From an optimization exercise on the open Yosys and OpenROAD flow, aimed at small area; shortcuts taken in it are not production practice. Only simulation tests tie the RTL to the original design; equivalence was not proved. Power and IR drop assume default switching activity.

**flow/run.sh**
```bash
#!/bin/bash
# synth_recipe.tcl (not shown) runs the flow's synth.tcl, then flattens the netlist and writes it again
# the make line also repeats each setting of config.mk as NAME=value (left out here)
make -C /OpenROAD-flow-scripts/flow DESIGN_CONFIG=/design/flow/config.mk WORK_HOME=/design/flow/orfs CLKGATE_MAP_FILE= SYNTH_SCRIPT=/design/flow/synth_recipe.tcl finish
```
**flow/config.mk**
```make
export PLATFORM = sky130hd
export DESIGN_NAME = conv_buffer_5x5
export DESIGN_NICKNAME = conv_buffer_5x5
export VERILOG_FILES = /design/flow/design.v
export SDC_FILE = /design/flow/constraint.sdc
export NUM_CORES = 4
export LEC_CHECK = 0
export CAP_MARGIN = 20
export CORE_MARGIN = 2
export CORE_UTILIZATION = 40
export SLEW_MARGIN = 20
```
**flow/constraint.sdc**
```tcl
create_clock -name core_clock -period 6.0 [get_ports {clk}]
set_input_delay 1.2000 -clock core_clock [delete_from_list [all_inputs] [get_ports {clk}]]
set_output_delay 1.2000 -clock core_clock [all_outputs]
set_load 0.01 [all_outputs]
```
**flow/design.v**
```verilog
module conv_buffer_5x5 (
    input clk,
    input reset,
    input [7:0] pixel_in,
    input valid_in,
    output reg [199:0] window, 
    output reg window_valid
);
reg [7:0] LB0 [31:0]; 
reg [7:0] LB1 [31:0]; 
reg [7:0] LB2 [31:0]; 
reg [7:0] LB3 [31:0]; 
reg [7:0] curr_row [31:0]; 
reg [5:0] col_count;
reg [5:0] row_count;
reg [7:0] sr0_0, sr0_1, sr0_2, sr0_3, sr0_4; 
reg [7:0] sr1_0, sr1_1, sr1_2, sr1_3, sr1_4; 
reg [7:0] sr2_0, sr2_1, sr2_2, sr2_3, sr2_4; 
reg [7:0] sr3_0, sr3_1, sr3_2, sr3_3, sr3_4; 
reg [7:0] sr4_0, sr4_1, sr4_2, sr4_3, sr4_4; 
integer i;
always @(posedge clk) begin
    if (reset) begin
        col_count <= 0;
        row_count <= 0;
        window_valid <= 0;
        for(i=0; i<32; i=i+1) begin
            LB0[i] <= 0;
            LB1[i] <= 0;
            LB2[i] <= 0; 
            LB3[i] <= 0;
            curr_row[i] <= 0;
        end
        {sr0_0,sr0_1,sr0_2,sr0_3,sr0_4} <= 0;
        {sr1_0,sr1_1,sr1_2,sr1_3,sr1_4} <= 0;
        {sr2_0,sr2_1,sr2_2,sr2_3,sr2_4} <= 0;
        {sr3_0,sr3_1,sr3_2,sr3_3,sr3_4} <= 0;
        {sr4_0,sr4_1,sr4_2,sr4_3,sr4_4} <= 0;
    end
    else if (valid_in) begin
        curr_row[col_count] <= pixel_in;
        if(row_count >= 4) begin
            sr0_0 <= sr0_1;
             sr0_1 <= sr0_2;
            sr0_2 <= sr0_3;
             sr0_3 <= sr0_4;
            sr0_4 <= LB0[col_count];
        end
        if(row_count >= 3) begin
            sr1_0 <= sr1_1; 
            sr1_1 <= sr1_2;
            sr1_2 <= sr1_3; 
            sr1_3 <= sr1_4;
            sr1_4 <= LB1[col_count];
        end
        if(row_count >= 2) begin
            sr2_0 <= sr2_1;
             sr2_1 <= sr2_2;
            sr2_2 <= sr2_3; 
            sr2_3 <= sr2_4;
            sr2_4 <= LB2[col_count];
        end
        if(row_count >= 1) begin
            sr3_0 <= sr3_1; 
            sr3_1 <= sr3_2;
            sr3_2 <= sr3_3; 
            sr3_3 <= sr3_4;
            sr3_4 <= LB3[col_count];
        end
        if(col_count == 0) begin
            {sr4_0, sr4_1, sr4_2, sr4_3, sr4_4} <= {32'b0, pixel_in};
        end else begin
            sr4_0 <= sr4_1;
            sr4_1 <= sr4_2;
            sr4_2 <= sr4_3;
            sr4_3 <= sr4_4;
            sr4_4 <= pixel_in;
        end
        if(col_count == 31) begin
            col_count <= 0;
            row_count <= (row_count == 31) ? 0 : row_count + 1;
            for(i=0; i<32; i=i+1) begin
                LB0[i] <= LB1[i];
                LB1[i] <= LB2[i];
                LB2[i] <= LB3[i];
                LB3[i] <= curr_row[i];
            end
            LB3[31] <= pixel_in;
        end
        else begin
            col_count <= col_count + 1;
        end
        window_valid <= (row_count >= 4) && (col_count >= 4);
    end
end
always @(*) begin
    window = {sr0_0,sr0_1,sr0_2,sr0_3,sr0_4,
             sr1_0,sr1_1,sr1_2,sr1_3,sr1_4,
             sr2_0,sr2_1,sr2_2,sr2_3,sr2_4,
             sr3_0,sr3_1,sr3_2,sr3_3,sr3_4,
             sr4_0,sr4_1,sr4_2,sr4_3,sr4_4};
end
endmodule
```
==> results.py, run 1 <==
metrics = {
    "logic_synthesis": {
        "synth_common_cells": "nand2_1, dfxtp_1, a21oi_1, clkbuf_1, edfxtp_1",
        "synth.avg_cell_area_um2": 8.46,
        "yosysTopAreaCellShare_pct": 41.5,
        "synth_enable_flop_cells": 248,
        "netlist_area_mm2": 0.0597,
        "synth.most_common_cell": "nand2_1",
        "ys_seq_area_share_pct": 54.0,
        "ys_seq_elements": 1485,
        "yosys.area.top_type": "dfxtp_1",
        "syn-num-nets": 7077,
        "synthTopCellsByArea": "dfxtp_1, nand2_1, edfxtp_1",
        "synthArstFlopShare_pct": 0,
        "syn-instance-count": 7056,
        "synthFlopType": "dfxtp_1",
        "yosysWarnings": 5,
        "ys_types": 88,
    },
    "worst_setup_path": {
        "critPathMaxFanout": 88,
        "cp-end-kind": "register",
        "start_kind": "register",
        "worstPathArrival_ns": 5.29,
        "worstPathRequired_ns": 6.69,
        "crit_type": "register to register",
    },
    "pwr": {
        "leakage_uw": 0.0219,
        "finalPower_uw": 21300,
        "ir_drop_v": 0.000231,
        "power_density_mw_per_mm2": 310,
    },
    "job": {
        "maxCapViolCount": 0,
    },
    "placement": {
        "gp_congestion": 1.01,
        "dp_hpwl_mm": 178,
        "pre_cts_slack_ns": 1.55,
        "numPortBuffers": 211,
    },
    "cts": {
        "cts_setup_buffers": 0,
        "clock_path_buffers": 3,
        "cts.sink_count": 1485,
        "ctsHoldBuffers": 0,
        "cts_tree": "yes",
        "numCtsBuffers": 164,
        "root_buffer": "clkbuf_16",
        "clock_latency_ns": 0.84,
        "clk_pin_slew_ns": 0.06,
        "cts_resized": 0,
        "h-tree-depth": 4,
    },
    "timing": {
        "layout_setup_ws_ns": 1.39,
        "skew_ns": 0.0411,
        "maxSlewHeadroom_pct": 14.4,
        "period_share_pct": 76.8,
        "maxSlewViolCount": 0,
        "setup_violations": 0,
        "fmax_ghz": 0.217,
        "post-route-min-period_ns": 4.61,
        "worst_pin_slew_ns": 1.28,
        "tns_ns": 0,
        "hold_viol": 0,
        "rsz0062_at_grt": "false",
    },
    "global_route": {
        "grt_pass1_vias": 49300,
        "grt_overflow": 0,
        "grt_use_total_pct": 33.9,
        "grt_start_max_net_pins": 252,
        "grt_pass1_wl_mm": 371,
        "antenna_found_initial": 12,
    },
    "routing": {
        "wl_met2_mm": 110,
        "top_layer": "met5",
        "wl_met3_mm": 35.3,
        "drt-pass1-iter-count": 11,
        "met1Wirelength_mm": 107,
        "via_count": 54500,
        "viasPerCell": 6.02,
        "drt-initial-drc-count": 8637,
        "drc": 0,
        "wl_per_cell_um": 29.5,
        "ant_nets": 0,
        "finalWirelength_mm": 267,
    },
    "finish": {
        "fillers": 14600,
        "multi_input_area_mm2": 0.0251,
        "drive_gt1_share_pct": 7.39,
        "fin_nets": 7009,
        "regArea_mm2": 0.0322,
        "area_growth_pct": 15.3,
    },
    "hold_path": {
        "hold_path.class": "register to register",
    },
    "floorplanning": {
        "ios": 212,
        "dieArea_mm2": 0.152,
        "start_util_pct": 40.3,
        "die_h_um": 390,
        "core_mm2": 0.148,
        "placementRows": 141,
        "die_w_um": 390,
    },
    "run_status": {
        "status": "finished clean",
    },
}
## where the power goes
group          switching, µW  leakage [µW]  internal (µW)
Clock                   4380       0.00269           5910
Sequential              35.7        0.0125          10200
Combinational            699       0.00665            131
## through the flow
| step | hold WS [ns] | instances | area (µm²) | util [%] |
|---|---|---|---|---|
| final | 0.447 | 9055 | 68800 | 46.5 |
| after global routing | 0.466 | 9051 | 68800 | 46.5 |
| after CTS | 0.451 | 9050 | 68800 | 46.5 |
| after detailed placement | 0.444 | 8751 | 63300 | 42.8 |
| after global placement | 0.438 | 8749 | 63300 | 42.8 |
| after floorplan | 0.432 | 7056 | 59700 | - |
## state kept, by name, summed over array words and instances (netlist names), 248 cells and up
register / count
LB1: 256
LB2: 256
curr_row: 248
LB0: 256
LB3: 256
## placed cells by master, fill, tap and decap left out, types with 113 or more instances in the layout
cell	n
buf_4	134
nor2_1	113
dfxtp_1	1234
nand2_1	2415
clkdlybuf4s50_1	205
edfxtp_1	248
clkbuf_16	168
mux2i_1	142
a21oi_1	1187
and3_1	114
a22oi_1	205
and2_1	152
## critical path: stages, from the launching register on
cell,delay (ns)
dfxtp_4,0.88
buf_12,0.63
nand2b_1,0.45
a21oi_1,0.22
or3_1,0.51
nor2_4,0.72
buf_4,0.53
a21oi_1,0.08
a32oi_1,0.33
## layer usage
metal / track usage [%] / vias up
li1: - / 24000
met4: 17.5 / 12
met2: 47.8 / 3502
met1: 46.2 / 26300
met3: 10.8 / 702
met5: 0 / -
## path summary, 6_finish.rpt
kind | depth (start not counted) | slack, ns | from | endpoint
max | 8 | 1.39 | col_count[2] | sr0_4[2]
min | 2 | 0.45 | LB3[17][6] | LB2[17][6]
max reg2reg | 8 | 1.39 | col_count[2] | sr0_4[2]
min reg2reg | 2 | 0.45 | LB3[17][6] | LB2[17][6]
## cells by family (layout without fill, tap and decap cells)
family | after synthesis | count (layout) | share of synthesized area, %
multiplexers | 170 | 170 | 3.02
other | 0 | 4 | 0
buffers and inverters | 615 | 680 | 4.37
AO/OA/AOI/OAI | 1805 | 1805 | 17.8
XOR/XNOR | 6 | 6 | 0.0881
flip-flops | 1485 | 1485 | 54.0
adder cells (fa/ha/maj) | 10 | 10 | 0.210
AND/OR/NAND/NOR | 2965 | 2965 | 20.5
## cell type report
cell class              count  share of cell area [%]
clock buffers             230                    6.84
flip-flops and latches   1485                    46.8
well taps                1930                    3.51
clock inverters            69                    1.12
repair buffers            367                    5.13
diodes                      4                  0.0145
inverters                  14                  0.0763
multi-input cells        4956                    36.5
==> inputs of run 2 (changes only) <==
==> flow/design.v (replaced) <==
module conv_buffer_5x5 (
    input clk,
    input reset,
    input [7:0] pixel_in,
    input valid_in,
    output [199:0] window,
    output reg window_valid
);
localparam N = 4 * 32 + 5;
reg [8*N-1:0] sr;       
reg [9:0] pos;          
always @(posedge clk) begin
    if (valid_in)
        sr <= {sr[8*N-9:0], pixel_in};
end
always @(posedge clk) begin
    if (reset) begin
        pos <= 10'd0;
        window_valid <= 1'b0;
    end else if (valid_in) begin
        pos <= pos + 10'd1;
        window_valid <= (pos[9:7] != 3'd0) && (pos[4:2] != 3'd0);
    end
end
genvar k, j;
generate
    for (k = 0; k < 5; k = k + 1) begin : g_row
        for (j = 0; j < 5; j = j + 1) begin : g_col
            assign window[199 - 8*(5*k + j) -: 8] = sr[8*(32*(4-k) + (4-j)) +: 8];
        end
    end
endgenerate
endmodule
==> results.py, run 2 <==
metrics = {
    "run_status": {
        "status": "finished clean",
    },
    "timing": {
        "period_share_pct": 49.1,
        "maxSlewHeadroom_pct": 48.7,
        "post-route-min-period_ns": 2.94,
        "rsz0062_at_grt": "false",
        "fmax_ghz": 0.340,
        "hold_viol": 0,
        "maxSlewViolCount": 0,
        "worst_pin_slew_ns": 0.770,
        "tns_ns": 0,
        "skew_ns": 0.0222,
        "setup_violations": 0,
        "layout_setup_ws_ns": 3.06,
    },
    "worst_setup_path": {
        "crit_chain": "clkdlybuf4s50_1",
        "path_depth": 1,
        "critPathMaxFanout": 2,
        "start_kind": "register",
        "slowest_delay_ns": 0.59,
        "path_delay_family": "buffers and inverters",
        "crit_type": "register to output pin",
        "worstPathRequired_ns": 4.80,
        "cp_slowest_cell": "clkdlybuf4s50_1",
        "cp-end-kind": "output pin",
        "ff2ff_path_depth": 3,
        "worstPathArrival_ns": 1.74,
        "path_buf_inv": 1,
    },
    "logic_synthesis": {
        "synthFlopType": "edfxtp_1",
        "ys_seq_elements": 1075,
        "syn-num-nets": 1329,
        "synth_enable_flop_cells": 1064,
        "synth.avg_cell_area_um2": 25.8,
        "yosysWarnings": 1,
        "ys_types": 22,
        "yosys.area.top_type": "edfxtp_1",
        "synthTopCellsByArea": "edfxtp_1, buf_4, dfxtp_1",
        "synth_common_cells": "edfxtp_1, buf_4, dfxtp_1, a21oi_1, nor2_1",
        "synthArstFlopShare_pct": 0,
        "yosysTopAreaCellShare_pct": 94.1,
        "netlist_area_mm2": 0.0339,
        "synth.most_common_cell": "edfxtp_1",
        "ys_seq_area_share_pct": 94.8,
        "syn-instance-count": 1317,
    },
    "global_route": {
        "grt_start_max_net_pins": 149,
        "antenna_found_initial": 1,
        "grt_pass1_vias": 11700,
        "grt_pass1_wl_mm": 65.6,
        "grt_overflow": 0,
        "grt_use_total_pct": 9.47,
    },
    "finish": {
        "largest_register_ffs": 1064,
        "fillers": 6814,
        "diodes": 0,
        "fin_area_mm2": 0.0397,
        "reg.largest.list": "sr x1064, pos x10, window_valid x1",
        "drive_gt1_share_pct": 10.6,
        "layout.cells.most_common_list": "edfxtp_1, clkdlybuf4s50_1, clkbuf_16",
        "final_common_cell": "edfxtp_1",
        "area_growth_pct": 16.8,
        "regMostFlops": "sr",
        "fin_nets": 1461,
    },
    "routing": {
        "viasPerCell": 4.35,
        "drt-initial-drc-count": 1104,
        "wl_per_cell_um": 15.8,
        "ant_nets": 0,
        "drc": 0,
        "drt-pass1-iter-count": 4,
        "via_count": 11600,
        "finalWirelength_mm": 42.1,
    },
    "cts": {
        "clock_path_buffers": 3,
        "cts_tree": "yes",
        "ctsHoldBuffers": 0,
        "cts.sink_count": 1075,
        "h-tree-depth": 3,
        "clock_latency_ns": 0.67,
        "clk_pin_slew_ns": 0.06,
        "root_buffer": "clkbuf_16",
        "cts_setup_buffers": 0,
        "cts_resized": 0,
        "numCtsBuffers": 108,
    },
    "floorplanning": {
        "start_util_pct": 40.5,
        "placementRows": 106,
        "dieArea_mm2": 0.0872,
        "core_mm2": 0.0838,
        "die_h_um": 295,
        "ios": 212,
        "die_w_um": 295,
    },
    "placement": {
        "pre_cts_slack_ns": 2.84,
        "dp_hpwl_mm": 19.2,
        "gp_congestion": 0.684,
        "place_area_mm2": 0.0361,
        "numPortBuffers": 211,
    },
    "pwr": {
        "leakage_uw": 0.0132,
        "comb_power_share_pct": 2.2,
        "switchingPower_uw": 3100,
        "p_int_uw": 12600,
        "p_seq_share_pct": 56.4,
        "power_density_mw_per_mm2": 397,
        "ir_drop_v": 0.000282,
        "switching_share_pct": 19.7,
        "clkPwrFrac_pct": 41.5,
    },
    "job": {
        "maxCapViolCount": 0,
    },
    "hold_path": {
        "hold_path.class": "register to register",
        "hold_depth": 0,
    },
}
[run 2: cell types whose count changed after synthesis, moves of 141 or more]
cell,delta
a21oi_1,-1182
a22oi_1,-205
and2_1,-151
buf_4,+179
clkbuf_1,-445
dfxtp_1,-1226
edfxtp_1,+816
mux2i_1,-141
nand2_1,-2413
[run 2: power by group through the flow]
stage | Clock [µW] | Sequential [µW] | Combinational [µW]
2_1_floorplan | 0 | 8960 | 146
3_3_place_gp | 0 | 9010 | 337
3_5_place_dp | 0 | 9020 | 347
4_1_cts | 6800 | 8880 | 347
5_1_grt | 7080 | 8910 | 370
6_report | 6530 | 8870 | 341
[run 2: kinds of logic (layout without fill, tap and decap cells)]
group,Yosys count,after routing,synth area share (%)
muxes,1,1,0.0295
adders and majority gates,1,1,0.0369
xor gates and xnor gates,4,4,0.103
buffers and inverters,204,427,4.47
AOI/OAI and AO/OA,12,12,0.217
and+or+nand+nor,20,20,0.372
DFF,1075,1075,94.8
[run 2: metal layers]
metal | vias to the layer above | share of wire (%) | GRT usage (%) | wire [µm]
met1 | 5949 | 51 | 14.4 | 21500
met4 | 0 | 3.3 | 4.49 | 1380
met5 | - | 0 | 0 | 0
li1 | 5252 | - | - | -
met2 | 318 | 40 | 12.3 | 16800
met3 | 103 | 5.8 | 2.92 | 2440
[run 2: per-stage QoR]
step,std cells,util [%],hold slack [ns],total power (µW)
2_1_floorplan,1317,-,0.400,9100
3_3_place_gp,2472,43.1,0.401,9350
3_5_place_dp,2472,43.1,0.405,9370
4_1_cts,2673,47.3,0.402,16000
5_1_grt,2674,47.3,0.404,16400
6_report,2674,47.3,0.406,15700
[run 2: layout make-up]
| class | instances | area (µm²) | area share, % |
|---|---|---|---|
| clock buffer | 131 | 2790 | 7.03 |
| clock inverter | 70 | 712 | 1.79 |
| inverter | 2 | 7.51 | 0.0189 |
| multi-input combinational | 38 | 258 | 0.650 |
| sequential | 1075 | 32200 | 81.1 |
| tap | 1134 | 1420 | 3.58 |
| timing repair buffer | 224 | 2310 | 5.82 |
[run 2: worst reg2reg max path: stages, from the launching register on]
cell	delay [ns]
dfxtp_1	0.45
nand4_4	0.19
or4_1	0.56
a21oi_1	0.17
[run 2: final timing paths]
path,startpoint,to,slack [ns]
setup / recovery,sr[540],window[108],3.06
hold / removal,sr[628],sr[636],0.41
setup reg to reg,pos[2],pos[9],4.56
hold reg to reg,sr[628],sr[636],0.41
==> inputs of run 3 (changes only) <==
==> flow/design.v (replaced) <==
module cb5_nsel (
    input en,
    input en_n,
    input a,
    input q,
    output y
);
    assign y = ~((q | en) & (a | en_n));
endmodule
module cb5_nsel8 (
    input en,
    input en_n,
    input [7:0] a,
    input [7:0] q,
    output [7:0] y
);
    genvar b;
    generate
        for (b = 0; b < 8; b = b + 1) begin : g_bit
            cb5_nsel u (.en(en), .en_n(en_n), .a(a[b]), .q(q[b]), .y(y[b]));
        end
    endgenerate
endmodule
module cb5_sel (
    input en,
    input en_n,
    input a,
    input q,
    output y
);
    assign y = (a & en) | (q & en_n);
endmodule
module cb5_sel8 (
    input en,
    input en_n,
    input [7:0] a,
    input [7:0] q,
    output [7:0] y
);
    genvar b;
    generate
        for (b = 0; b < 8; b = b + 1) begin : g_bit
            cb5_sel u (.en(en), .en_n(en_n), .a(a[b]), .q(q[b]), .y(y[b]));
        end
    endgenerate
endmodule
module conv_buffer_5x5 (
    input clk,
    input reset,
    input [7:0] pixel_in,
    input valid_in,
    output [199:0] window,
    output reg window_valid
);
localparam N = 4 * 32 + 5;
reg [8*N-1:0] s;        
wire [8*N-1:0] s_nx;
reg flip;
reg [9:0] pos;          
wire en = valid_in;
wire en_n = ~valid_in;
always @(posedge clk) begin
    if (reset)
        flip <= 1'b0;
    else
        flip <= flip ^ en_n;
end
always @(posedge clk)
    s <= s_nx;
genvar g;
generate
    for (g = 0; g < N; g = g + 1) begin : g_st
        if (g == 0) begin : g_in
            cb5_sel8 u (.en(en), .en_n(en_n), .a(pixel_in), .q(s[7:0]), .y(s_nx[7:0]));
        end else if ((g % 32) < 5 && (g % 32) != 0) begin : g_tap
            cb5_sel8 u (.en(en), .en_n(en_n), .a(s[8*g-8 +: 8]), .q(s[8*g +: 8]),
                       .y(s_nx[8*g +: 8]));
        end else if ((g % 32) == 0) begin : g_exit
            cb5_sel8 u (.en(en), .en_n(en_n), .a(s[8*g-8 +: 8] ^ {8{~flip}}),
                       .q(s[8*g +: 8]), .y(s_nx[8*g +: 8]));
        end else if ((g % 32) == 5) begin : g_enter
            cb5_nsel8 u (.en(en), .en_n(en_n), .a(s[8*g-8 +: 8] ^ {8{flip}}),
                        .q(s[8*g +: 8]), .y(s_nx[8*g +: 8]));
        end else begin : g_seg
            cb5_nsel8 u (.en(en), .en_n(en_n), .a(s[8*g-8 +: 8]), .q(s[8*g +: 8]),
                        .y(s_nx[8*g +: 8]));
        end
    end
endgenerate
always @(posedge clk) begin
    if (reset) begin
        pos <= 10'd0;
        window_valid <= 1'b0;
    end else if (valid_in) begin
        pos <= pos + 10'd1;
        window_valid <= (pos[9:7] != 3'd0) && (pos[4:2] != 3'd0);
    end
end
genvar k, j;
generate
    for (k = 0; k < 5; k = k + 1) begin : g_row
        for (j = 0; j < 5; j = j + 1) begin : g_col
            assign window[199 - 8*(5*k + j) -: 8] = s[8*(32*(4-k) + (4-j)) +: 8];
        end
    end
endgenerate
endmodule
--- a/flow/config.mk
+++ b/flow/config.mk
@@ -8,4 +8,7 @@
 export CAP_MARGIN = 20
 export CORE_MARGIN = 2
 export CORE_UTILIZATION = 40
+export CTS_BUF_LIST = sky130_fd_sc_hd__clkbuf_4
 export SLEW_MARGIN = 20
+export SYNTH_HIERARCHICAL = 1
+export SYNTH_MINIMUM_KEEP_SIZE = 0
==> results.py, run 3 <==
metrics = {
    "run_status": {
        "status": "finished clean",
    },
    "floorplanning": {
        "start_util_pct": 40.3,
        "dieArea_mm2": 0.0800,
        "core_mm2": 0.0772,
        "placementRows": 102,
        "die_w_um": 283,
        "die_h_um": 283,
        "ios": 212,
    },
    "worst_setup_path": {
        "critPathMaxFanout": 3,
        "slowest_delay_ns": 0.68,
        "worstPathArrival_ns": 2.13,
        "cp-end-kind": "output pin",
        "crit_type": "register to output pin",
        "path_depth": 1,
        "worstPathRequired_ns": 4.80,
        "ff2ff_path_depth": 3,
        "cp_slowest_cell": "clkdlybuf4s50_1",
        "crit_chain": "clkdlybuf4s50_1",
        "path_delay_family": "buffers and inverters",
        "path_buf_inv": 1,
        "start_kind": "register",
    },
    "cts": {
        "numCtsBuffers": 291,
        "h-tree-depth": 5,
        "cts_resized": 0,
        "clock_latency_ns": 1.03,
        "ctsHoldBuffers": 0,
        "cts_setup_buffers": 0,
        "clk_pin_slew_ns": 0.06,
        "root_buffer": "clkbuf_4",
        "cts.sink_count": 1076,
        "cts_tree": "yes",
        "clock_path_buffers": 4,
    },
    "routing": {
        "drt-initial-drc-count": 902,
        "wl_per_cell_um": 13.5,
        "wl_met3_mm": 3.16,
        "met1Wirelength_mm": 25.6,
        "drt-pass1-iter-count": 4,
        "wl_met2_mm": 24.0,
        "via_count": 20500,
        "drc": 0,
        "finalWirelength_mm": 53.9,
        "top_layer": "met5",
        "ant_nets": 0,
        "viasPerCell": 5.14,
    },
    "pwr": {
        "switchingPower_uw": 4110,
        "clkPwrFrac_pct": 35.1,
        "leakage_uw": 0.0142,
        "p_seq_share_pct": 54.3,
        "power_density_mw_per_mm2": 457,
        "ir_drop_v": 0.000171,
        "p_int_uw": 12600,
        "switching_share_pct": 24.6,
        "comb_power_share_pct": 10.6,
    },
    "timing": {
        "period_share_pct": 55.5,
        "whs_ns": 0.380,
        "fmax_ghz": 0.301,
        "layout_setup_ws_ns": 2.67,
        "maxSlewHeadroom_pct": 33.7,
        "skew_ns": 0.0748,
        "post-route-min-period_ns": 3.33,
        "hold_viol": 0,
        "worst_pin_slew_ns": 0.995,
        "rsz0062_at_grt": "false",
        "tns_ns": 0,
        "setup_violations": 0,
        "maxSlewViolCount": 0,
    },
    "logic_synthesis": {
        "netlist_area_mm2": 0.0311,
        "synthArstFlopShare_pct": 0,
        "ys_types": 23,
        "synth_enable_flop_cells": 0,
        "synthTopCellsByArea": "dfxtp_1, o22ai_1, a22o_1",
        "ys_seq_area_share_pct": 69.3,
        "ys_seq_elements": 1076,
        "synth_common_cells": "dfxtp_1, o22ai_1, buf_4, a22o_1, xor2_1",
        "synth.most_common_cell": "dfxtp_1",
        "synth.avg_cell_area_um2": 12.7,
        "yosysWarnings": 7,
        "yosysTopAreaCellShare_pct": 69.3,
        "syn-num-nets": 2469,
        "yosys.area.top_type": "dfxtp_1",
        "syn-instance-count": 2457,
        "synthFlopType": "dfxtp_1",
    },
    "finish": {
        "area_growth_pct": 17.5,
        "regArea_mm2": 0.0215,
        "regMostFlops": "s",
        "fin_nets": 2784,
        "final_common_cell": "dfxtp_1",
        "fillers": 7028,
        "reg.largest.list": "s x1064, pos x10",
        "drive_gt1_share_pct": 15.0,
        "largest_register_ffs": 1064,
        "multi_input_area_mm2": 0.00799,
        "layout.cells.most_common_list": "dfxtp_1, o22ai_1, clkbuf_4",
        "final_util_pct": 47.3,
    },
    "hold_path": {
        "hold_depth": 1,
        "hold_path.class": "register to register",
    },
    "global_route": {
        "antenna_found_initial": 2,
        "grt_use_total_pct": 13.3,
        "grt_start_max_net_pins": 234,
        "grt_pass1_wl_mm": 90.7,
        "grt_overflow": 0,
        "grt_pass1_vias": 20200,
    },
    "job": {
        "maxCapViolCount": 0,
    },
    "placement": {
        "numPortBuffers": 211,
        "dp_hpwl_mm": 28.4,
        "pre_cts_slack_ns": 2.19,
        "gp_congestion": 0.693,
    },
}
-- run 3: cell count changes after synthesis, moves of 2 or more --
cell      change
o21ai_0       +2
o31ai_1       -2
or4_1         -2
edfxtp_1   -1064
xnor2_1      +32
dfxtp_1    +1065
xor2_1       +33
buf_2         +6
a22o_1      +200
o22ai_1     +864
-- run 3: per-stage QoR --
| step | instances | power [µW] | area (µm²) |
|---|---|---|---|
| finish | 3984 | 16700 | 36500 |
| global route | 3984 | 17700 | 36500 |
| CTS | 3983 | 17000 | 36500 |
| detailed placement | 3519 | 11000 | 33200 |
| global placement | 3519 | 10900 | 33200 |
| floorplan | 2457 | 10500 | 31100 |
-- run 3: area by class of cell --
type,count,area share (%)
antenna,1,0.00685
clock buffer,400,8.22
clock inverter,64,0.890
inverter,1,0.0205
multi-input combinational,1170,21.9
sequential,1076,59.0
tap,1040,3.56
timing repair buffer,232,6.47
-- run 3: routing by layer --
layer,vias up,track usage (%)
li1,10400,-
met1,9656,16.2
met2,387,20.5
met3,91,4.99
met4,2,6.82
met5,-,0
-- run 3: worst paths after layout --
check	endpoint	from	slack, ns
min reg2reg	s[66]	s[58]	0.38
max	window[113]	s[545]	2.67
min	s[66]	s[58]	0.38
max reg2reg	s[262]	flip	3.93
-- run 3: per-module statistics from Yosys (local to each module, per instance), a selection --
module           cells inside  copies in the design
conv_buffer_5x5          1393                     1
cb5_nsel                    1                   864
cb5_sel                     1                   200
-- run 3: cell families after synthesis --
logic type / synth area share (%)
buffers and inverters: 5.00
xor gates and xnor gates: 1.94
DFF: 69.3
adders and majority gates: 0.0402
and+or+nand+nor: 0.443
muxes: 0.0322
AOI/OAI and AO/OA: 23.2
-- run 3: power groups by stage --
stage / clock (µW) / combinational, µW / sequential [µW]
global placement: 0 / 1730 / 9180
CTS: 6140 / 1790 / 9080
detailed placement: 0 / 1790 / 9230
global route: 6550 / 1950 / 9230
finish: 5860 / 1770 / 9070
floorplan: 0 / 1490 / 9040
==> inputs of run 4 (changes only) <==
--- a/flow/config.mk
+++ b/flow/config.mk
@@ -8,7 +8,7 @@
 export CAP_MARGIN = 20
 export CORE_MARGIN = 2
 export CORE_UTILIZATION = 40
-export CTS_BUF_LIST = sky130_fd_sc_hd__clkbuf_4
+export CTS_BUF_LIST = sky130_fd_sc_hd__clkbuf_2 sky130_fd_sc_hd__clkbuf_4 sky130_fd_sc_hd__clkbuf_8
 export SLEW_MARGIN = 20
 export SYNTH_HIERARCHICAL = 1
 export SYNTH_MINIMUM_KEEP_SIZE = 0
==> results.py, run 4 <==
metrics = {
    "global_route": {
        "grt_overflow": 0,
        "grt_start_max_net_pins": 234,
        "grt_pass1_vias": 19200,
        "antenna_found_initial": 0,
        "grt_pass1_wl_mm": 88.8,
        "grt_use_total_pct": 13.0,
    },
    "logic_synthesis": {
        "ys_seq_elements": 1076,
        "yosysWarnings": 7,
        "synthTopCellsByArea": "dfxtp_1, o22ai_1, a22o_1",
        "synthXorXnorAreaFrac_pct": 1.94,
        "synth_mux_area_share_pct": 0.0322,
        "synth_common_cells": "dfxtp_1, o22ai_1, buf_4, a22o_1, xor2_1",
        "syn-instance-count": 2457,
        "netlist_area_mm2": 0.0311,
        "synthFlopType": "dfxtp_1",
        "synthArstFlopShare_pct": 0,
        "synth-simple-area-share_pct": 0.443,
        "synth-compound-area-share_pct": 23.2,
        "synth_enable_flop_cells": 0,
        "yosysTopAreaCellShare_pct": 69.3,
        "synth_adder_area_share_pct": 0.0402,
        "yosys.area.top_type": "dfxtp_1",
        "ys_types": 23,
        "synth.most_common_cell": "dfxtp_1",
        "syn-num-nets": 2469,
        "synth_top_family_by_area": "compound AO/OA/AOI/OAI gates",
        "synth.avg_cell_area_um2": 12.7,
        "ys_seq_area_share_pct": 69.3,
    },
    "floorplanning": {
        "placementRows": 102,
        "ios": 212,
        "core_mm2": 0.0772,
        "start_util_pct": 40.3,
        "die_w_um": 283,
        "dieArea_mm2": 0.0800,
        "die_h_um": 283,
    },
    "pwr": {
        "ir_drop_v": 0.000187,
        "leakage_uw": 0.0140,
        "finalPower_uw": 17000,
        "power_density_mw_per_mm2": 463,
    },
    "finish": {
        "final_common_cell": "dfxtp_1",
        "reg.largest.list": "s x1064, pos x10",
        "final_util_pct": 47.4,
        "largest_register_ffs": 1064,
        "regMostFlops": "s",
        "fin_nets": 2661,
        "fin_area_mm2": 0.0366,
        "drive_gt1_share_pct": 11.1,
        "area_growth_pct": 17.8,
        "instances_no_fill": 3798,
        "layout.cells.most_common_list": "dfxtp_1, o22ai_1, clkdlybuf4s50_1",
    },
    "worst_setup_path": {
        "start_kind": "register",
        "path_delay_family": "buffers and inverters",
        "reg2reg_setup_slack_ns": 3.94,
        "worstPathRequired_ns": 4.80,
        "crit_chain": "clkdlybuf4s50_1",
        "cp_slowest_cell": "clkdlybuf4s50_1",
        "worstPathArrival_ns": 1.96,
        "critPathMaxFanout": 3,
        "slowest_delay_ns": 0.72,
        "path_buf_inv": 1,
        "cp-end-kind": "output pin",
        "crit_type": "register to output pin",
    },
    "cts": {
        "h-tree-depth": 4,
        "root_buffer": "clkbuf_8",
        "cts_resized": 0,
        "numCtsBuffers": 168,
        "ctsHoldBuffers": 0,
        "clock_path_buffers": 3,
        "clk_pin_slew_ns": 0.06,
        "clock_latency_ns": 0.79,
        "cts_tree": "yes",
        "cts_setup_buffers": 0,
        "cts.sink_count": 1076,
    },
    "timing": {
        "worst_pin_slew_ns": 0.993,
        "period_share_pct": 52.7,
        "skew_ns": 0.0321,
        "maxSlewViolCount": 0,
        "post-route-min-period_ns": 3.16,
        "tns_ns": 0,
        "setup_violations": 0,
        "fmax_ghz": 0.316,
        "hold_viol": 0,
        "rsz0062_at_grt": "false",
        "maxSlewHeadroom_pct": 33.8,
    },
    "placement": {
        "dp_cells": 3519,
        "numPortBuffers": 211,
        "gp_congestion": 0.693,
        "place_area_mm2": 0.0332,
        "dp_hpwl_mm": 28.4,
    },
    "routing": {
        "drt-initial-drc-count": 943,
        "via_count": 19800,
        "finalWirelength_mm": 52.7,
        "ant_nets": 0,
        "viasPerCell": 5.21,
        "drc": 0,
        "drt-pass1-iter-count": 6,
        "wl_per_cell_um": 13.9,
    },
    "hold_path": {
        "hold_path.class": "register to register",
    },
    "run_status": {
        "status": "finished clean",
    },
    "job": {
        "maxCapViolCount": 0,
    },
}
[run 4: cell counts after synthesis]
No cell type changed its count.
[run 4: kinds of logic after synthesis]
logic type	count (synthesis)
multiplexers	1
adder cells (fa/ha/maj)	1
AND/OR/NAND/NOR	23
flip-flops	1076
AO/OA/AOI/OAI	1076
buffers and inverters	211
XOR/XNOR	69
[run 4: layout make-up]
| cell class | instances | area (µm²) |
|---|---|---|
| Antenna cell | 1 | 2.50 |
| Clock buffer | 255 | 3120 |
| Clock inverter | 23 | 299 |
| Fill cell | 6871 | 40600 |
| Inverter | 1 | 7.51 |
| Multi-Input combinational cell | 1170 | 7990 |
| Sequential cell | 1076 | 21500 |
| Tap cell | 1040 | 1300 |
| Timing Repair Buffer | 232 | 2360 |
[run 4: per-stage QoR]
step           hold WS [ns]  setup slack [ns]
2_1_floorplan         0.412             -6.18
3_3_place_gp          0.417              2.26
3_5_place_dp          0.424              2.19
4_1_cts               0.413              2.74
5_1_grt               0.427              2.77
6_report              0.417              2.84
[run 4: per-module statistics from Yosys (local to each module, per instance), excerpt]
| module | cell area (µm²) | flip-flops and latches | cells |
|---|---|---|---|
| conv_buffer_5x5 | 23900 | 1076 | 1393 |
| cb5_sel | 8.76 | 0 | 1 |
| cb5_nsel | 6.26 | 0 | 1 |
[run 4: final timing paths]
check                             from           to  cells after the start
worst max-delay path            s[545]  window[113]                      1
worst max register to register    flip       s[262]                      3
worst min-delay path            s[645]       s[653]                      1
worst min register to register  s[645]       s[653]                      1
[run 4: worst reg2reg max path: cells and delay by family, from the launching register on]
family	cells	cell delay, ns
AOI/OAI and AO/OA	1	0.26
xor gates and xnor gates	1	0.23
buffers and inverters	1	0.70
DFF	1	0.75
[run 4: layer usage]
layer / GRT usage, % / wire length (µm) / up-vias
met5: 0 / 0 / -
met4: 5.86 / 1260 / 0
met3: 4.03 / 2640 / 107
met2: 20.6 / 23400 / 351
met1: 16.3 / 25500 / 9371
li1: - / - / 9970
[run 4: power by group]
part / switching [µW] / total (µW) / leakage, µW / internal, µW
sequential: 716 / 9070 / 0.00906 / 8360
clock: 2690 / 6110 / 0.00182 / 3420
combinational: 713 / 1770 / 0.00313 / 1060
==> inputs of run 5 (changes only) <==
==> flow/flow/run.sh (new file) <==
#!/bin/bash
# Standard layout, with buf_1 port buffers and a clock tree of small buffers
# without dummy loads. make's full output goes to flow.log.
set -euo pipefail
export BUFFER_PORTS_ARGS="-buffer_cell sky130_fd_sc_hd__buf_1"
export CTS_ARGS="-sink_clustering_enable -repair_clock_nets -dont_use_dummy_load -buf_list {sky130_fd_sc_hd__clkbuf_8} -sink_clustering_size 20 -sink_clustering_max_diameter 40"
bash standard.sh > flow.log 2>&1
==> flow/standard.sh (new file) <==
#!/bin/bash
# synth_recipe.tcl (not shown) runs the flow's synth.tcl, then flattens the netlist and writes it again
# the make line also repeats each setting of config.mk as NAME=value (left out here)
make -C /OpenROAD-flow-scripts/flow DESIGN_CONFIG=/design/flow/config.mk WORK_HOME=/design/flow/orfs CLKGATE_MAP_FILE= SYNTH_SCRIPT=/design/flow/synth_recipe.tcl "${@:-finish}"
--- a/flow/config.mk
+++ b/flow/config.mk
@@ -8,7 +8,6 @@
 export CAP_MARGIN = 20
 export CORE_MARGIN = 2
 export CORE_UTILIZATION = 40
-export CTS_BUF_LIST = sky130_fd_sc_hd__clkbuf_2 sky130_fd_sc_hd__clkbuf_4 sky130_fd_sc_hd__clkbuf_8
 export SLEW_MARGIN = 20
 export SYNTH_HIERARCHICAL = 1
 export SYNTH_MINIMUM_KEEP_SIZE = 0
removed: flow/run.sh
==> results.py, run 5 <==
metrics = {
    "logic_synthesis": {
        "synthTopCellsByArea": "dfxtp_1, o22ai_1, a22o_1",
        "synth.most_common_cell": "dfxtp_1",
        "syn-num-nets": 2469,
        "yosysWarnings": 7,
        "synthArstFlopShare_pct": 0,
        "synth.avg_cell_area_um2": 12.7,
        "synth_common_cells": "dfxtp_1, o22ai_1, buf_4, a22o_1, xor2_1",
        "ys_seq_area_share_pct": 69.3,
        "syn-instance-count": 2457,
        "synth_enable_flop_cells": 0,
        "ys_types": 23,
        "synthFlopType": "dfxtp_1",
        "yosysTopAreaCellShare_pct": 69.3,
        "netlist_area_mm2": 0.0311,
        "ys_seq_elements": 1076,
        "yosys.area.top_type": "dfxtp_1",
    },
    "hold_path": {
        "hold_path.class": "register to register",
    },
    "cts": {
        "cts.sink_count": 1076,
        "clk_pin_slew_ns": 0.09,
        "cts_resized": 0,
        "cts_tree": "yes",
        "ctsHoldBuffers": 0,
        "clock_path_buffers": 3,
        "h-tree-depth": 3,
        "root_buffer": "clkbuf_8",
        "clock_latency_ns": 0.72,
        "numCtsBuffers": 117,
        "cts_setup_buffers": 0,
    },
    "placement": {
        "numPortBuffers": 211,
        "pre_cts_slack_ns": 2.14,
        "dp_hpwl_mm": 28.5,
        "place_area_mm2": 0.0319,
        "dp_cells": 3522,
        "gp_congestion": 0.686,
    },
    "finish": {
        "fin_area_mm2": 0.0335,
        "area_growth_pct": 7.91,
        "instances_no_fill": 3640,
        "fillers": 7147,
        "final_common_cell": "dfxtp_1",
        "drive_gt1_share_pct": 5.69,
        "reg.largest.list": "s x1064, pos x10",
        "layout.cells.most_common_list": "dfxtp_1, o22ai_1, buf_1",
        "fin_nets": 2613,
        "regMostFlops": "s",
        "largest_register_ffs": 1064,
    },
    "routing": {
        "wl_per_cell_um": 14.2,
        "drt-pass1-iter-count": 4,
        "drt-initial-drc-count": 1006,
        "ant_nets": 0,
        "finalWirelength_mm": 51.7,
        "viasPerCell": 5.34,
        "via_count": 19400,
        "drc": 0,
    },
    "floorplanning": {
        "dieArea_mm2": 0.0800,
        "ios": 212,
        "start_util_pct": 40.3,
        "die_w_um": 283,
        "placementRows": 102,
        "die_h_um": 283,
        "core_mm2": 0.0772,
    },
    "pwr": {
        "p_seq_share_pct": 62.9,
        "switchingPower_uw": 3590,
        "ir_drop_v": 0.000195,
        "p_int_uw": 10800,
        "clkPwrFrac_pct": 26.9,
        "comb_power_share_pct": 10.2,
        "switching_share_pct": 24.9,
        "leakage_uw": 0.0125,
        "power_density_mw_per_mm2": 430,
    },
    "global_route": {
        "grt_pass1_wl_mm": 86.6,
        "grt_overflow": 0,
        "grt_start_max_net_pins": 239,
        "grt_use_total_pct": 12.5,
        "antenna_found_initial": 0,
        "grt_pass1_vias": 18600,
    },
    "timing": {
        "worst_pin_slew_ns": 1.15,
        "fmax_ghz": 0.310,
        "maxSlewViolCount": 0,
        "setup_violations": 0,
        "layout_setup_ws_ns": 2.78,
        "hold_viol": 0,
        "rsz0062_at_grt": "false",
        "skew_ns": 0.107,
        "post-route-min-period_ns": 3.22,
        "maxSlewHeadroom_pct": 23.6,
        "period_share_pct": 53.7,
    },
    "worst_setup_path": {
        "start_kind": "primary input",
        "worstPathArrival_ns": 3.80,
        "crit_type": "primary input to register",
        "critPathMaxFanout": 58,
        "cp-end-kind": "register",
        "worstPathRequired_ns": 6.58,
    },
    "job": {
        "maxCapViolCount": 0,
    },
    "run_status": {
        "status": "finished clean",
    },
}
run 5: cell types whose count changed in the layout (fill, tap and decap cells not counted), moves of 3 or more:
| cell | change |
|---|---|
| buf_1 | +210 |
| clkdlybuf4s50_1 | -210 |
| clkbuf_8 | -76 |
| clkbuf_4 | -61 |
| clkinv_2 | -6 |
| inv_12 | -4 |
| clkinv_8 | -3 |
run 5: worst max-delay path, stage by stage:
cell and delay [ns]:
clkbuf_4 0.53, clkinvlp_4 0.99, buf_4 0.60, buf_4 0.24, o22ai_1 0.14
run 5: layer usage:
layer / GRT usage [%] / up-vias / wire (µm)
met5: 0 / - / 0
met4: 4.61 / 0 / 1150
met1: 16.2 / 9259 / 25100
met2: 20.4 / 309 / 22900
met3: 2.94 / 85 / 2510
li1: - / 9778 / -
run 5: path summary, 6_finish.rpt:
path / start / endpoint / slack [ns] / cells past startpoint
min: s[451] / s[459] / 0.35 / 1
min reg2reg: s[451] / s[459] / 0.35 / 1
max: valid_in / s[394] / 2.78 / 5
max reg2reg: flip / s[262] / 3.89 / 3
run 5: power groups by stage:
stage | Clock, µW | Combinational [µW] | Sequential [µW]
2_1_floorplan | 0 | 1490 | 9040
5_1_grt | 4360 | 1650 | 9220
3_5_place_dp | 0 | 1490 | 9220
6_report | 3870 | 1480 | 9060
3_3_place_gp | 0 | 1430 | 9170
4_1_cts | 4070 | 1490 | 9070
run 5: logic make-up (layout without fill, tap and decap cells):
group           count (synthesis)  count (layout)  share of synthesized area (%)
compound gates               1076            1076                           23.2
xor+xnor                       69              69                           1.94
fa+ha+maj                       1               1                         0.0402
buf+inv                       211             353                           5.00
flops                        1076            1076                           69.3
mux                             1               1                         0.0322
other cells                     0               1                              0
simple gates                   23              23                          0.443
run 5: cell type report:
cell class	count	area, µm²	share of cell area, %
well taps	1040	1300	3.88
diodes	1	2.50	0.00746
multi-input cells	1170	7990	23.8
inverters	1	7.51	0.0224
repair buffers	235	1090	3.25
flip-flops and latches	1076	21500	64.2
clock buffers	117	1610	4.80
run 5: stage by stage:
step | hold WS, ns | util, % | TNS (ns) | total power [µW]
floorplan | 0.412 | - | -6310.54 | 10500
global placement | 0.417 | 41.4 | 0 | 10600
detailed placement | 0.425 | 41.4 | 0 | 10700
CTS | 0.336 | 43.4 | 0 | 14600
global route | 0.346 | 43.4 | 0 | 15200
finish | 0.355 | 43.4 | 0 | 14400
run 5: modules after synthesis (local to each module, per instance), a selection:
module           cells inside  flip-flops and latches  times used
conv_buffer_5x5          1393                    1076           1
cb5_sel                     1                       0         200
cb5_nsel                    1                       0         864
==> inputs of run 6 (changes only) <==
==> flow/flow/run.sh (replaced) <==
#!/bin/bash
# Standard layout, with buf_1 port buffers and a clock tree of small buffers
# without dummy loads. make's full output goes to flow.log.
set -euo pipefail
export BUFFER_PORTS_ARGS="-buffer_cell sky130_fd_sc_hd__buf_1"
export CTS_ARGS="-sink_clustering_enable -repair_clock_nets -dont_use_dummy_load -buf_list {sky130_fd_sc_hd__clkbuf_8} -sink_clustering_size 24 -sink_clustering_max_diameter 30"
bash standard.sh > flow.log 2>&1
--- a/flow/config.mk
+++ b/flow/config.mk
@@ -7,7 +7,8 @@
 export LEC_CHECK = 0
 export CAP_MARGIN = 20
 export CORE_MARGIN = 2
-export CORE_UTILIZATION = 40
+export CORE_UTILIZATION = 65
+export PLACE_DENSITY = 0.75
 export SLEW_MARGIN = 20
 export SYNTH_HIERARCHICAL = 1
 export SYNTH_MINIMUM_KEEP_SIZE = 0
==> results.py, run 6 <==
metrics = {
    "logic_synthesis": {
        "synthFlopType": "dfxtp_1",
        "yosysTopAreaCellShare_pct": 69.3,
        "ys_types": 23,
        "yosys.area.top_type": "dfxtp_1",
        "synthArstFlopShare_pct": 0,
        "yosysWarnings": 7,
        "synthTopCellsByArea": "dfxtp_1, o22ai_1, a22o_1",
        "synth.avg_cell_area_um2": 12.7,
        "syn-num-nets": 2469,
        "ys_seq_area_share_pct": 69.3,
        "netlist_area_mm2": 0.0311,
        "synth.most_common_cell": "dfxtp_1",
        "ys_seq_elements": 1076,
        "syn-instance-count": 2457,
        "synth_common_cells": "dfxtp_1, o22ai_1, buf_4, a22o_1, xor2_1",
        "synth_enable_flop_cells": 0,
    },
    "worst_setup_path": {
        "crit_type": "primary input to register",
        "critPathMaxFanout": 258,
        "timing.rr.end": "s[772]",
        "start_kind": "primary input",
        "r2r-start": "flip",
        "worstPathArrival_ns": 3.53,
        "worstPathRequired_ns": 6.57,
        "reg2reg_setup_slack_ns": 3.99,
        "cp-startpoint": "valid_in",
        "crit_end": "s[429]",
        "cp-end-kind": "register",
        "ff2ff_path_depth": 3,
    },
    "pwr": {
        "power_density_mw_per_mm2": 447,
        "finalPower_uw": 14900,
        "ir_drop_v": 0.000217,
        "comb_power_share_pct": 9.8,
        "switching_share_pct": 24.4,
        "leakage_uw": 0.0127,
        "clkPwrFrac_pct": 29.3,
        "p_seq_share_pct": 60.8,
        "p_int_uw": 11300,
        "switchingPower_uw": 3640,
    },
    "global_route": {
        "antenna_found_initial": 0,
        "grt_start_max_net_pins": 274,
        "grt_pass1_vias": 18900,
        "grt_pass1_wl_mm": 84.4,
        "grt_overflow": 0,
        "grt_use_total_pct": 19.9,
    },
    "cts": {
        "cts.sink_count": 1076,
        "clock_path_buffers": 3,
        "root_buffer": "clkbuf_8",
        "cts_setup_buffers": 0,
        "ctsHoldBuffers": 0,
        "cts_tree": "yes",
        "cts_resized": 0,
        "clk_pin_slew_ns": 0.08,
        "h-tree-depth": 4,
        "numCtsBuffers": 147,
        "clock_latency_ns": 0.77,
    },
    "finish": {
        "fin_nets": 2634,
        "fillers": 3441,
        "final_common_cell": "dfxtp_1",
        "area_growth_pct": 7.26,
        "diodes": 0,
        "drive_gt1_share_pct": 6.45,
        "layout.cells.most_common_list": "dfxtp_1, o22ai_1, buf_1",
        "regMostFlops": "s",
        "fin_area_mm2": 0.0333,
        "final_util_pct": 70.3,
        "reg.largest.list": "s x1064, pos x10",
        "largest_register_ffs": 1064,
    },
    "timing": {
        "period_share_pct": 49.4,
        "skew_ns": 0.0414,
        "worst_pin_slew_ns": 1.18,
        "setup_violations": 0,
        "post-route-min-period_ns": 2.96,
        "maxSlewViolCount": 0,
        "rsz0062_at_grt": "false",
        "fmax_ghz": 0.338,
        "hold_viol": 0,
        "maxSlewHeadroom_pct": 21.5,
    },
    "routing": {
        "finalWirelength_mm": 49.7,
        "drt-initial-drc-count": 1132,
        "wl_per_cell_um": 15.4,
        "ant_nets": 0,
        "viasPerCell": 6.01,
        "drc": 0,
        "via_count": 19500,
        "drt-pass1-iter-count": 5,
    },
    "floorplanning": {
        "placementRows": 80,
        "dieArea_mm2": 0.0496,
        "core_mm2": 0.0474,
        "start_util_pct": 65.5,
        "ios": 212,
        "die_h_um": 223,
        "die_w_um": 223,
    },
    "hold_path": {
        "hp-start": "s[623]",
        "hold_path.class": "register to register",
    },
    "run_status": {
        "status": "finished clean",
    },
    "job": {
        "maxCapViolCount": 0,
    },
    "placement": {
        "place_area_mm2": 0.0313,
        "dp_hpwl_mm": 27.0,
        "numPortBuffers": 211,
        "gp_congestion": 0.718,
    },
}
[run 6: cell counts after synthesis]
Identical to the previous run, type by type.
[run 6: cells by family (layout without fill, tap and decap cells)]
kind of cell | count (synthesis) | count (layout) | share of synthesized area, %
compound gates | 1076 | 1076 | 23.2
flops | 1076 | 1076 | 69.3
buf+inv | 211 | 374 | 5.00
xor+xnor | 69 | 69 | 1.94
simple gates | 23 | 23 | 0.443
fa+ha+maj | 1 | 1 | 0.0402
mux | 1 | 1 | 0.0322
[run 6: worst min path at each step]
stage	slack, ns	cells after the start	to
detailed placement	0.43	1	s[986]
CTS	0.40	1	s[631]
floorplan	0.41	1	s[1000]
global placement	0.42	1	s[956]
global route	0.41	1	s[987]
finish	0.40	1	s[631]
[run 6: through the flow]
step | setup slack [ns] | hold WS (ns) | setup TNS, ns | std cells
after floorplan | -6.18 | 0.412 | -6310.54 | 2457
after global placement | 2.48 | 0.419 | 0 | 3088
after detailed placement | 2.36 | 0.425 | 0 | 3088
after CTS | 3.19 | 0.399 | 0 | 3235
after global routing | 2.92 | 0.406 | 0 | 3235
final | 3.04 | 0.401 | 0 | 3235
[run 6: area by class of cell]
| class | count | area (µm²) | share of cell area [%] |
|---|---|---|---|
| Sequential cell | 1076 | 21500 | 64.6 |
| Multi-Input combinational cell | 1170 | 7990 | 24.0 |
| Clock buffer | 147 | 2020 | 6.07 |
| Timing Repair Buffer | 226 | 1010 | 3.02 |
| Tap cell | 615 | 769 | 2.31 |
| Inverter | 1 | 7.51 | 0.0225 |
[run 6: power by group through the flow]
stage          logic (µW)  clock network [µW]  registers [µW]
6_report             1470                4370            9070
5_1_grt              1630                4810            9230
4_1_cts              1480                4520            9080
3_5_place_dp         1470                   0            9220
3_3_place_gp         1400                   0            9160
2_1_floorplan        1490                   0            9040
[run 6: per-layer routing]
| metal | global-route usage, % | vias to the layer above | part of all wire (%) |
|---|---|---|---|
| met2 | 33.4 | 290 | 47 |
| met5 | 0 | - | 0 |
| li1 | - | 9814 | - |
| met1 | 24.4 | 9281 | 47 |
| met3 | 5.53 | 71 | 4.2 |
| met4 | 7.95 | 0 | 1.9 |
[run 6: critical path: stages]
cell	delay (ns)
clkbuf_4	0.37
buf_12	0.72
buf_4	0.77
o22ai_1	0.23
[run 6: per-module statistics from Yosys, one instance, submodules excluded, excerpt]
module,flip-flops and latches,cells inside,times used,cell area (µm²)
conv_buffer_5x5,1076,1393,1,23900
cb5_sel,0,1,200,8.76
cb5_nsel,0,1,864,6.26
==> inputs of run 7 (changes only) <==
==> flow/flow/run.sh (replaced) <==
#!/bin/bash
# Standard layout, with buf_1 port buffers and a clock tree of small buffers
# without dummy loads. make's full output goes to flow.log.
set -euo pipefail
export BUFFER_PORTS_ARGS="-buffer_cell sky130_fd_sc_hd__buf_1"
export CTS_ARGS="-sink_clustering_enable -repair_clock_nets -dont_use_dummy_load -buf_list {sky130_fd_sc_hd__clkbuf_16} -sink_clustering_size 48 -sink_clustering_max_diameter 40"
bash standard.sh > flow.log 2>&1
==> results.py, run 7 <==
metrics = {
    "logic_synthesis": {
        "yosysWarnings": 7,
        "ys_seq_area_share_pct": 69.3,
        "synth_common_cells": "dfxtp_1, o22ai_1, buf_4, a22o_1, xor2_1",
        "synthFlopType": "dfxtp_1",
        "syn-num-nets": 2469,
        "syn-instance-count": 2457,
        "ys_seq_elements": 1076,
        "synthTopCellsByArea": "dfxtp_1, o22ai_1, a22o_1",
        "synth.avg_cell_area_um2": 12.7,
        "synth_enable_flop_cells": 0,
        "yosysTopAreaCellShare_pct": 69.3,
        "synth.most_common_cell": "dfxtp_1",
        "synthArstFlopShare_pct": 0,
        "ys_types": 23,
        "netlist_area_mm2": 0.0311,
        "yosys.area.top_type": "dfxtp_1",
    },
    "global_route": {
        "antenna_found_initial": 0,
        "grt_pass1_vias": 18700,
        "grt_use_total_pct": 19.6,
        "grt_start_max_net_pins": 274,
        "grt_overflow": 0,
        "grt_pass1_wl_mm": 84.4,
    },
    "finish": {
        "regMostFlops": "s",
        "drive_gt1_share_pct": 4.82,
        "fillers": 3327,
        "area_growth_pct": 8.96,
        "reg.largest.list": "s x1064, pos x10",
        "layout.cells.most_common_list": "dfxtp_1, o22ai_1, buf_1",
        "instances_no_fill": 3190,
        "final_common_cell": "dfxtp_1",
        "final_util_pct": 71.4,
        "diodes": 0,
        "largest_register_ffs": 1064,
        "fin_nets": 2589,
    },
    "timing": {
        "fmax_ghz": 0.325,
        "period_share_pct": 51.2,
        "worst_pin_slew_ns": 1.16,
        "skew_ns": 0.0394,
        "maxSlewHeadroom_pct": 22.8,
        "rsz0062_at_grt": "false",
        "tns_ns": 0,
        "post-route-min-period_ns": 3.07,
        "setup_violations": 0,
        "hold_viol": 0,
        "maxSlewViolCount": 0,
    },
    "pwr": {
        "ir_drop_v": 0.000312,
        "power_density_mw_per_mm2": 466,
        "finalPower_uw": 15800,
        "leakage_uw": 0.0129,
    },
    "worst_setup_path": {
        "worstPathArrival_ns": 3.50,
        "start_kind": "primary input",
        "critPathMaxFanout": 258,
        "cp-end-kind": "register",
        "worstPathRequired_ns": 6.42,
        "crit_type": "primary input to register",
        "slowest_delay_ns": 0.77,
        "crit_chain": "clkbuf_4 -> buf_12 -> buf_4 -> o22ai_1",
        "cp_slowest_cell": "buf_4",
    },
    "floorplanning": {
        "start_util_pct": 65.5,
        "core_mm2": 0.0474,
        "placementRows": 80,
        "die_h_um": 223,
        "die_w_um": 223,
        "ios": 212,
        "dieArea_mm2": 0.0496,
    },
    "run_status": {
        "status": "finished clean",
    },
    "routing": {
        "drt-pass1-iter-count": 4,
        "drt-initial-drc-count": 1157,
        "viasPerCell": 6.06,
        "wl_per_cell_um": 15.5,
        "drc": 0,
        "ant_nets": 0,
        "finalWirelength_mm": 49.4,
        "via_count": 19300,
    },
    "hold_path": {
        "hold_path.class": "register to register",
    },
    "job": {
        "maxCapViolCount": 0,
    },
    "placement": {
        "numPortBuffers": 211,
        "dp_hpwl_mm": 27.0,
        "gp_congestion": 0.718,
        "dp_cells": 3088,
    },
    "cts": {
        "h-tree-depth": 3,
        "clock_latency_ns": 0.63,
        "ctsHoldBuffers": 0,
        "clk_pin_slew_ns": 0.07,
        "cts_tree": "yes",
        "cts.sink_count": 1076,
        "cts_setup_buffers": 0,
        "numCtsBuffers": 102,
        "clock_path_buffers": 3,
        "cts_resized": 0,
        "root_buffer": "clkbuf_16",
    },
}
-- run 7: cell counts after synthesis --
No cell type changed its count.
-- run 7: where the power goes --
group | switching [µW] | internal (µW) | leakage (µW) | total (µW)
Combinational | 713 | 757 | 0.00258 | 1470
Sequential | 717 | 8360 | 0.00906 | 9080
Clock | 2270 | 2960 | 0.00126 | 5230
Total | 3700 | 12100 | 0.0129 | 15800
-- run 7: final cells by class --
| cell class | instances | area (µm²) | share of cell area (%) |
|---|---|---|---|
| Inverter | 1 | 7.51 | 0.0222 |
| Sequential cell | 1076 | 21500 | 63.6 |
| Clock buffer | 102 | 2550 | 7.54 |
| Multi-Input combinational cell | 1170 | 7990 | 23.6 |
| Tap cell | 615 | 769 | 2.27 |
| Timing Repair Buffer | 226 | 1010 | 2.98 |
-- run 7: metal layers --
metal	wire [µm]	up-vias	track usage, %
li1	-	9743	-
met1	23100	9222	24.6
met2	23600	274	34.1
met3	1700	80	4.24
met4	984	0	5.59
met5	0	-	0
-- run 7: cell families after synthesis --
group | count (synthesis) | synth area share [%]
flops | 1076 | 69.3
compound gates | 1076 | 23.2
fa+ha+maj | 1 | 0.0402
xor+xnor | 69 | 1.94
mux | 1 | 0.0322
simple gates | 23 | 0.443
buf+inv | 211 | 5.00
-- run 7: worst paths after layout --
check,start,endpoint,slack (ns),depth (start not counted)
max,valid_in,s[760],2.93,4
min,s[944],s[952],0.41,1
max reg2reg,flip,s[1025],3.96,3
min reg2reg,s[944],s[952],0.41,1
-- run 7: per-stage QoR --
step,instance area [µm²],setup slack [ns],hold slack [ns]
4_1_cts,33900,3.02,0.418
5_1_grt,33900,2.75,0.426
2_1_floorplan,31100,-6.18,0.412
3_5_place_dp,31300,2.36,0.425
3_3_place_gp,31300,2.48,0.419
6_report,33900,2.93,0.413
-- run 7: per-module statistics from Yosys (local to each module, per instance), a selection --
module,times used,flip-flops and latches,cells,area (µm²)
cb5_nsel,864,0,1,6.26
cb5_sel,200,0,1,8.76
conv_buffer_5x5,1,1076,1393,23900
-- run 7: worst max-delay path: cells and delay by family --
kind	cells	cell delay, ns
AOI/OAI and AO/OA	1	0.20
buffers and inverters	3	1.88
==> inputs of run 8 (changes only) <==
==> flow/flow/run.sh (replaced) <==
#!/bin/bash
# Standard layout, with buf_1 port buffers and a clock tree of small buffers
# without dummy loads. make's full output goes to flow.log.
set -euo pipefail
export BUFFER_PORTS_ARGS="-buffer_cell sky130_fd_sc_hd__buf_1"
export CTS_ARGS="-sink_clustering_enable -repair_clock_nets -dont_use_dummy_load -buf_list {sky130_fd_sc_hd__clkbuf_4 sky130_fd_sc_hd__clkbuf_8 sky130_fd_sc_hd__clkbuf_16} -sink_clustering_size 16 -sink_clustering_max_diameter 40"
bash standard.sh > flow.log 2>&1
--- a/flow/config.mk
+++ b/flow/config.mk
@@ -7,8 +7,7 @@
 export LEC_CHECK = 0
 export CAP_MARGIN = 20
 export CORE_MARGIN = 2
-export CORE_UTILIZATION = 65
-export PLACE_DENSITY = 0.75
+export CORE_UTILIZATION = 40
 export SLEW_MARGIN = 20
 export SYNTH_HIERARCHICAL = 1
 export SYNTH_MINIMUM_KEEP_SIZE = 0
==> results.py, run 8 <==
metrics = {
    "finish": {
        "fillers": 6997,
        "area_growth_pct": 12.1,
        "diodes": 0,
        "layout.cells.most_common_list": "dfxtp_1, o22ai_1, buf_1",
        "drive_gt1_share_pct": 5.69,
        "reg.largest.list": "s x1064, pos x10",
        "instances_no_fill": 3639,
        "fin_nets": 2613,
        "largest_register_ffs": 1064,
        "final_common_cell": "dfxtp_1",
        "regMostFlops": "s",
    },
    "floorplanning": {
        "die_h_um": 283,
        "core_mm2": 0.0772,
        "dieArea_mm2": 0.0800,
        "start_util_pct": 40.3,
        "placementRows": 102,
        "ios": 212,
        "die_w_um": 283,
    },
    "worst_setup_path": {
        "worstPathArrival_ns": 3.80,
        "cp-startpoint": "valid_in",
        "timing.rr.end": "s[261]",
        "critPathMaxFanout": 58,
        "cp-end-kind": "register",
        "crit_chain": "clkbuf_4 -> clkinvlp_4 -> buf_4 -> buf_4 -> o22ai_1",
        "crit_path_frequent_cell": "buf_4",
        "cp_slowest_cell": "clkinvlp_4",
        "reg2reg_setup_slack_ns": 3.92,
        "crit_type": "primary input to register",
        "start_kind": "primary input",
        "slowest_delay_ns": 0.99,
        "worstPathRequired_ns": 6.52,
        "path_delay_family": "buffers and inverters",
        "r2r-start": "flip",
        "path_buf_inv": 4,
        "ff2ff_path_depth": 3,
    },
    "routing": {
        "viasPerCell": 5.35,
        "drc": 0,
        "drt-initial-drc-count": 975,
        "ant_nets": 0,
        "finalWirelength_mm": 52.0,
        "via_count": 19500,
        "drt-pass1-iter-count": 4,
        "wl_per_cell_um": 14.3,
    },
    "pwr": {
        "power_density_mw_per_mm2": 468,
        "ir_drop_v": 0.000269,
        "leakage_uw": 0.0131,
    },
    "cts": {
        "root_buffer": "clkbuf_16",
        "cts.sink_count": 1076,
        "clock_latency_ns": 0.66,
        "ctsHoldBuffers": 0,
        "h-tree-depth": 3,
        "cts_resized": 0,
        "cts_tree": "yes",
        "cts_setup_buffers": 0,
        "clk_pin_slew_ns": 0.06,
        "clock_path_buffers": 3,
        "numCtsBuffers": 117,
    },
    "placement": {
        "gp_congestion": 0.686,
        "dp_cells": 3522,
        "numPortBuffers": 211,
        "dp_hpwl_mm": 28.5,
        "pre_cts_slack_ns": 2.14,
    },
    "hold_path": {
        "hold_path.class": "register to register",
        "hold_depth": 1,
        "hp-start": "s[451]",
        "min_to": "s[459]",
    },
    "logic_synthesis": {
        "synthTopCellsByArea": "dfxtp_1, o22ai_1, a22o_1",
        "synth.avg_cell_area_um2": 12.7,
        "synthFlopType": "dfxtp_1",
        "ys_seq_area_share_pct": 69.3,
        "ys_types": 23,
        "yosysWarnings": 7,
        "synth.most_common_cell": "dfxtp_1",
        "yosys.area.top_type": "dfxtp_1",
        "synth_common_cells": "dfxtp_1, o22ai_1, buf_4, a22o_1, xor2_1",
        "yosysTopAreaCellShare_pct": 69.3,
        "netlist_area_mm2": 0.0311,
        "ys_seq_elements": 1076,
        "syn-instance-count": 2457,
        "syn-num-nets": 2469,
        "synth_enable_flop_cells": 0,
        "synthArstFlopShare_pct": 0,
    },
    "timing": {
        "rsz0062_at_grt": "false",
        "maxSlewHeadroom_pct": 16.9,
        "skew_ns": 0.0900,
        "layout_setup_ws_ns": 2.71,
        "fmax_ghz": 0.304,
        "maxSlewViolCount": 0,
        "whs_ns": 0.369,
        "post-route-min-period_ns": 3.29,
        "setup_violations": 0,
        "worst_pin_slew_ns": 1.25,
        "hold_viol": 0,
        "period_share_pct": 54.8,
    },
    "global_route": {
        "antenna_found_initial": 0,
        "grt_start_max_net_pins": 239,
        "grt_use_total_pct": 12.7,
        "grt_overflow": 0,
        "grt_pass1_vias": 18700,
        "grt_pass1_wl_mm": 87.5,
    },
    "job": {
        "maxCapViolCount": 0,
    },
    "run_status": {
        "status": "finished clean",
    },
}
## run 8: cell counts after synthesis
No cell type changed its count.
## run 8: area by class of cell
| class | instances | area [µm²] | area share, % |
|---|---|---|---|
| Tap cell | 1040 | 1300 | 3.73 |
| Inverter | 1 | 7.51 | 0.0215 |
| Sequential cell | 1076 | 21500 | 61.8 |
| Clock buffer | 117 | 2930 | 8.40 |
| Multi-Input combinational cell | 1170 | 7990 | 22.9 |
| Timing Repair Buffer | 235 | 1090 | 3.12 |
## run 8: worst max-delay path by stage
stage	slack (ns)	cells after the start	endpoint
floorplan	-6.18	3	s[0]
global placement	2.26	5	s[354]
detailed placement	2.14	5	s[370]
CTS	2.80	5	s[394]
global route	2.54	5	s[394]
finish	2.71	5	s[394]
## run 8: Yosys stat by module (local to each module, per instance), excerpt
module           cells  flops+latches  area, µm²
conv_buffer_5x5   1393           1076      23900
cb5_sel              1              0       8.76
cb5_nsel             1              0       6.26
## run 8: metrics by stage
stage                     setup TNS [ns]  util [%]  power (µW)  area, µm²
final                                  0      45.1       16300      34900
after floorplan                 -6310.54         -       10500      31100
after detailed placement               0      41.4       10700      31900
after global routing                   0      45.1       17200      34900
after CTS                              0      45.1       16600      34900
after global placement                 0      41.4       10600      31900
## run 8: kinds of logic (layout without fill, tap and decap cells)
family | after synthesis | after routing | share of synthesized area, %
compound gates | 1076 | 1076 | 23.2
flops | 1076 | 1076 | 69.3
buf+inv | 211 | 353 | 5.00
xor+xnor | 69 | 69 | 1.94
simple gates | 23 | 23 | 0.443
fa+ha+maj | 1 | 1 | 0.0402
mux | 1 | 1 | 0.0322
## run 8: metal layers
layer	routed length, µm	part of all wire [%]	vias up	GRT usage [%]
met5	0	0	-	0
met4	1110	2.1	0	4.68
met3	2460	4.7	86	2.91
met2	23400	45	307	20.7
met1	25000	48	9283	16.3
li1	-	-	9790	-
## run 8: where the power goes
group | internal [µW] | total, µW | switching [µW]
Clock | 3370 | 5770 | 2400
Sequential | 8360 | 9080 | 713
Combinational | 759 | 1480 | 718
Total | 12500 | 16300 | 3830

-- static timing again, ports no longer ideal --
No port has a modelled driver above. Below, the same layouts with a new extraction and two added sets of constraints. Step 1 (the two cells are an assumption about what drives the block):
set clk [get_ports {clk}]
set_driving_cell -lib_cell sky130_fd_sc_hd__clkbuf_16 $clk
set_driving_cell -lib_cell sky130_fd_sc_hd__buf_2 [delete_from_list [all_inputs] $clk]
Step 2 adds t to the input delays and takes it off the output delays; t is the mean of the earliest and latest rising clock arrival at the registers after step 1. Input paths then give back, and output paths get back, about the clock's delay inside the block. Slacks: ideal ports / drivers / drivers and shift; pairs: ideal ports / drivers.
run	t (ns)	setup WS [ns]	worst register clock-pin slew, ns	worst slew at a driven data input, ns
run 1	0.889	1.391 / 1.391 / 1.344	0.07 / 0.07	0.09
run 2	0.716	3.055 / 2.997 / 2.853	0.07 / 0.07	0.05
run 3	1.048	2.673 / 2.617 / 2.082	0.07 / 0.07	0.05
run 4	0.837	2.838 / 2.783 / 2.127	0.06 / 0.06	0.05
run 5	0.726	2.775 / 2.795 / 2.069	0.10 / 0.10	0.04
run 6	0.802	3.038 / 3.071 / 2.269	0.08 / 0.08	0.03
run 7	0.664	2.925 / 2.960 / 2.295	0.08 / 0.08	0.03
run 8	0.678	2.714 / 2.736 / 2.058	0.07 / 0.07	0.04
After both steps every run listed still meets setup and hold. For run 6, which loses most, drivers alone change the setup slack by +0.033 ns; drivers and shift together by -0.769 ns.
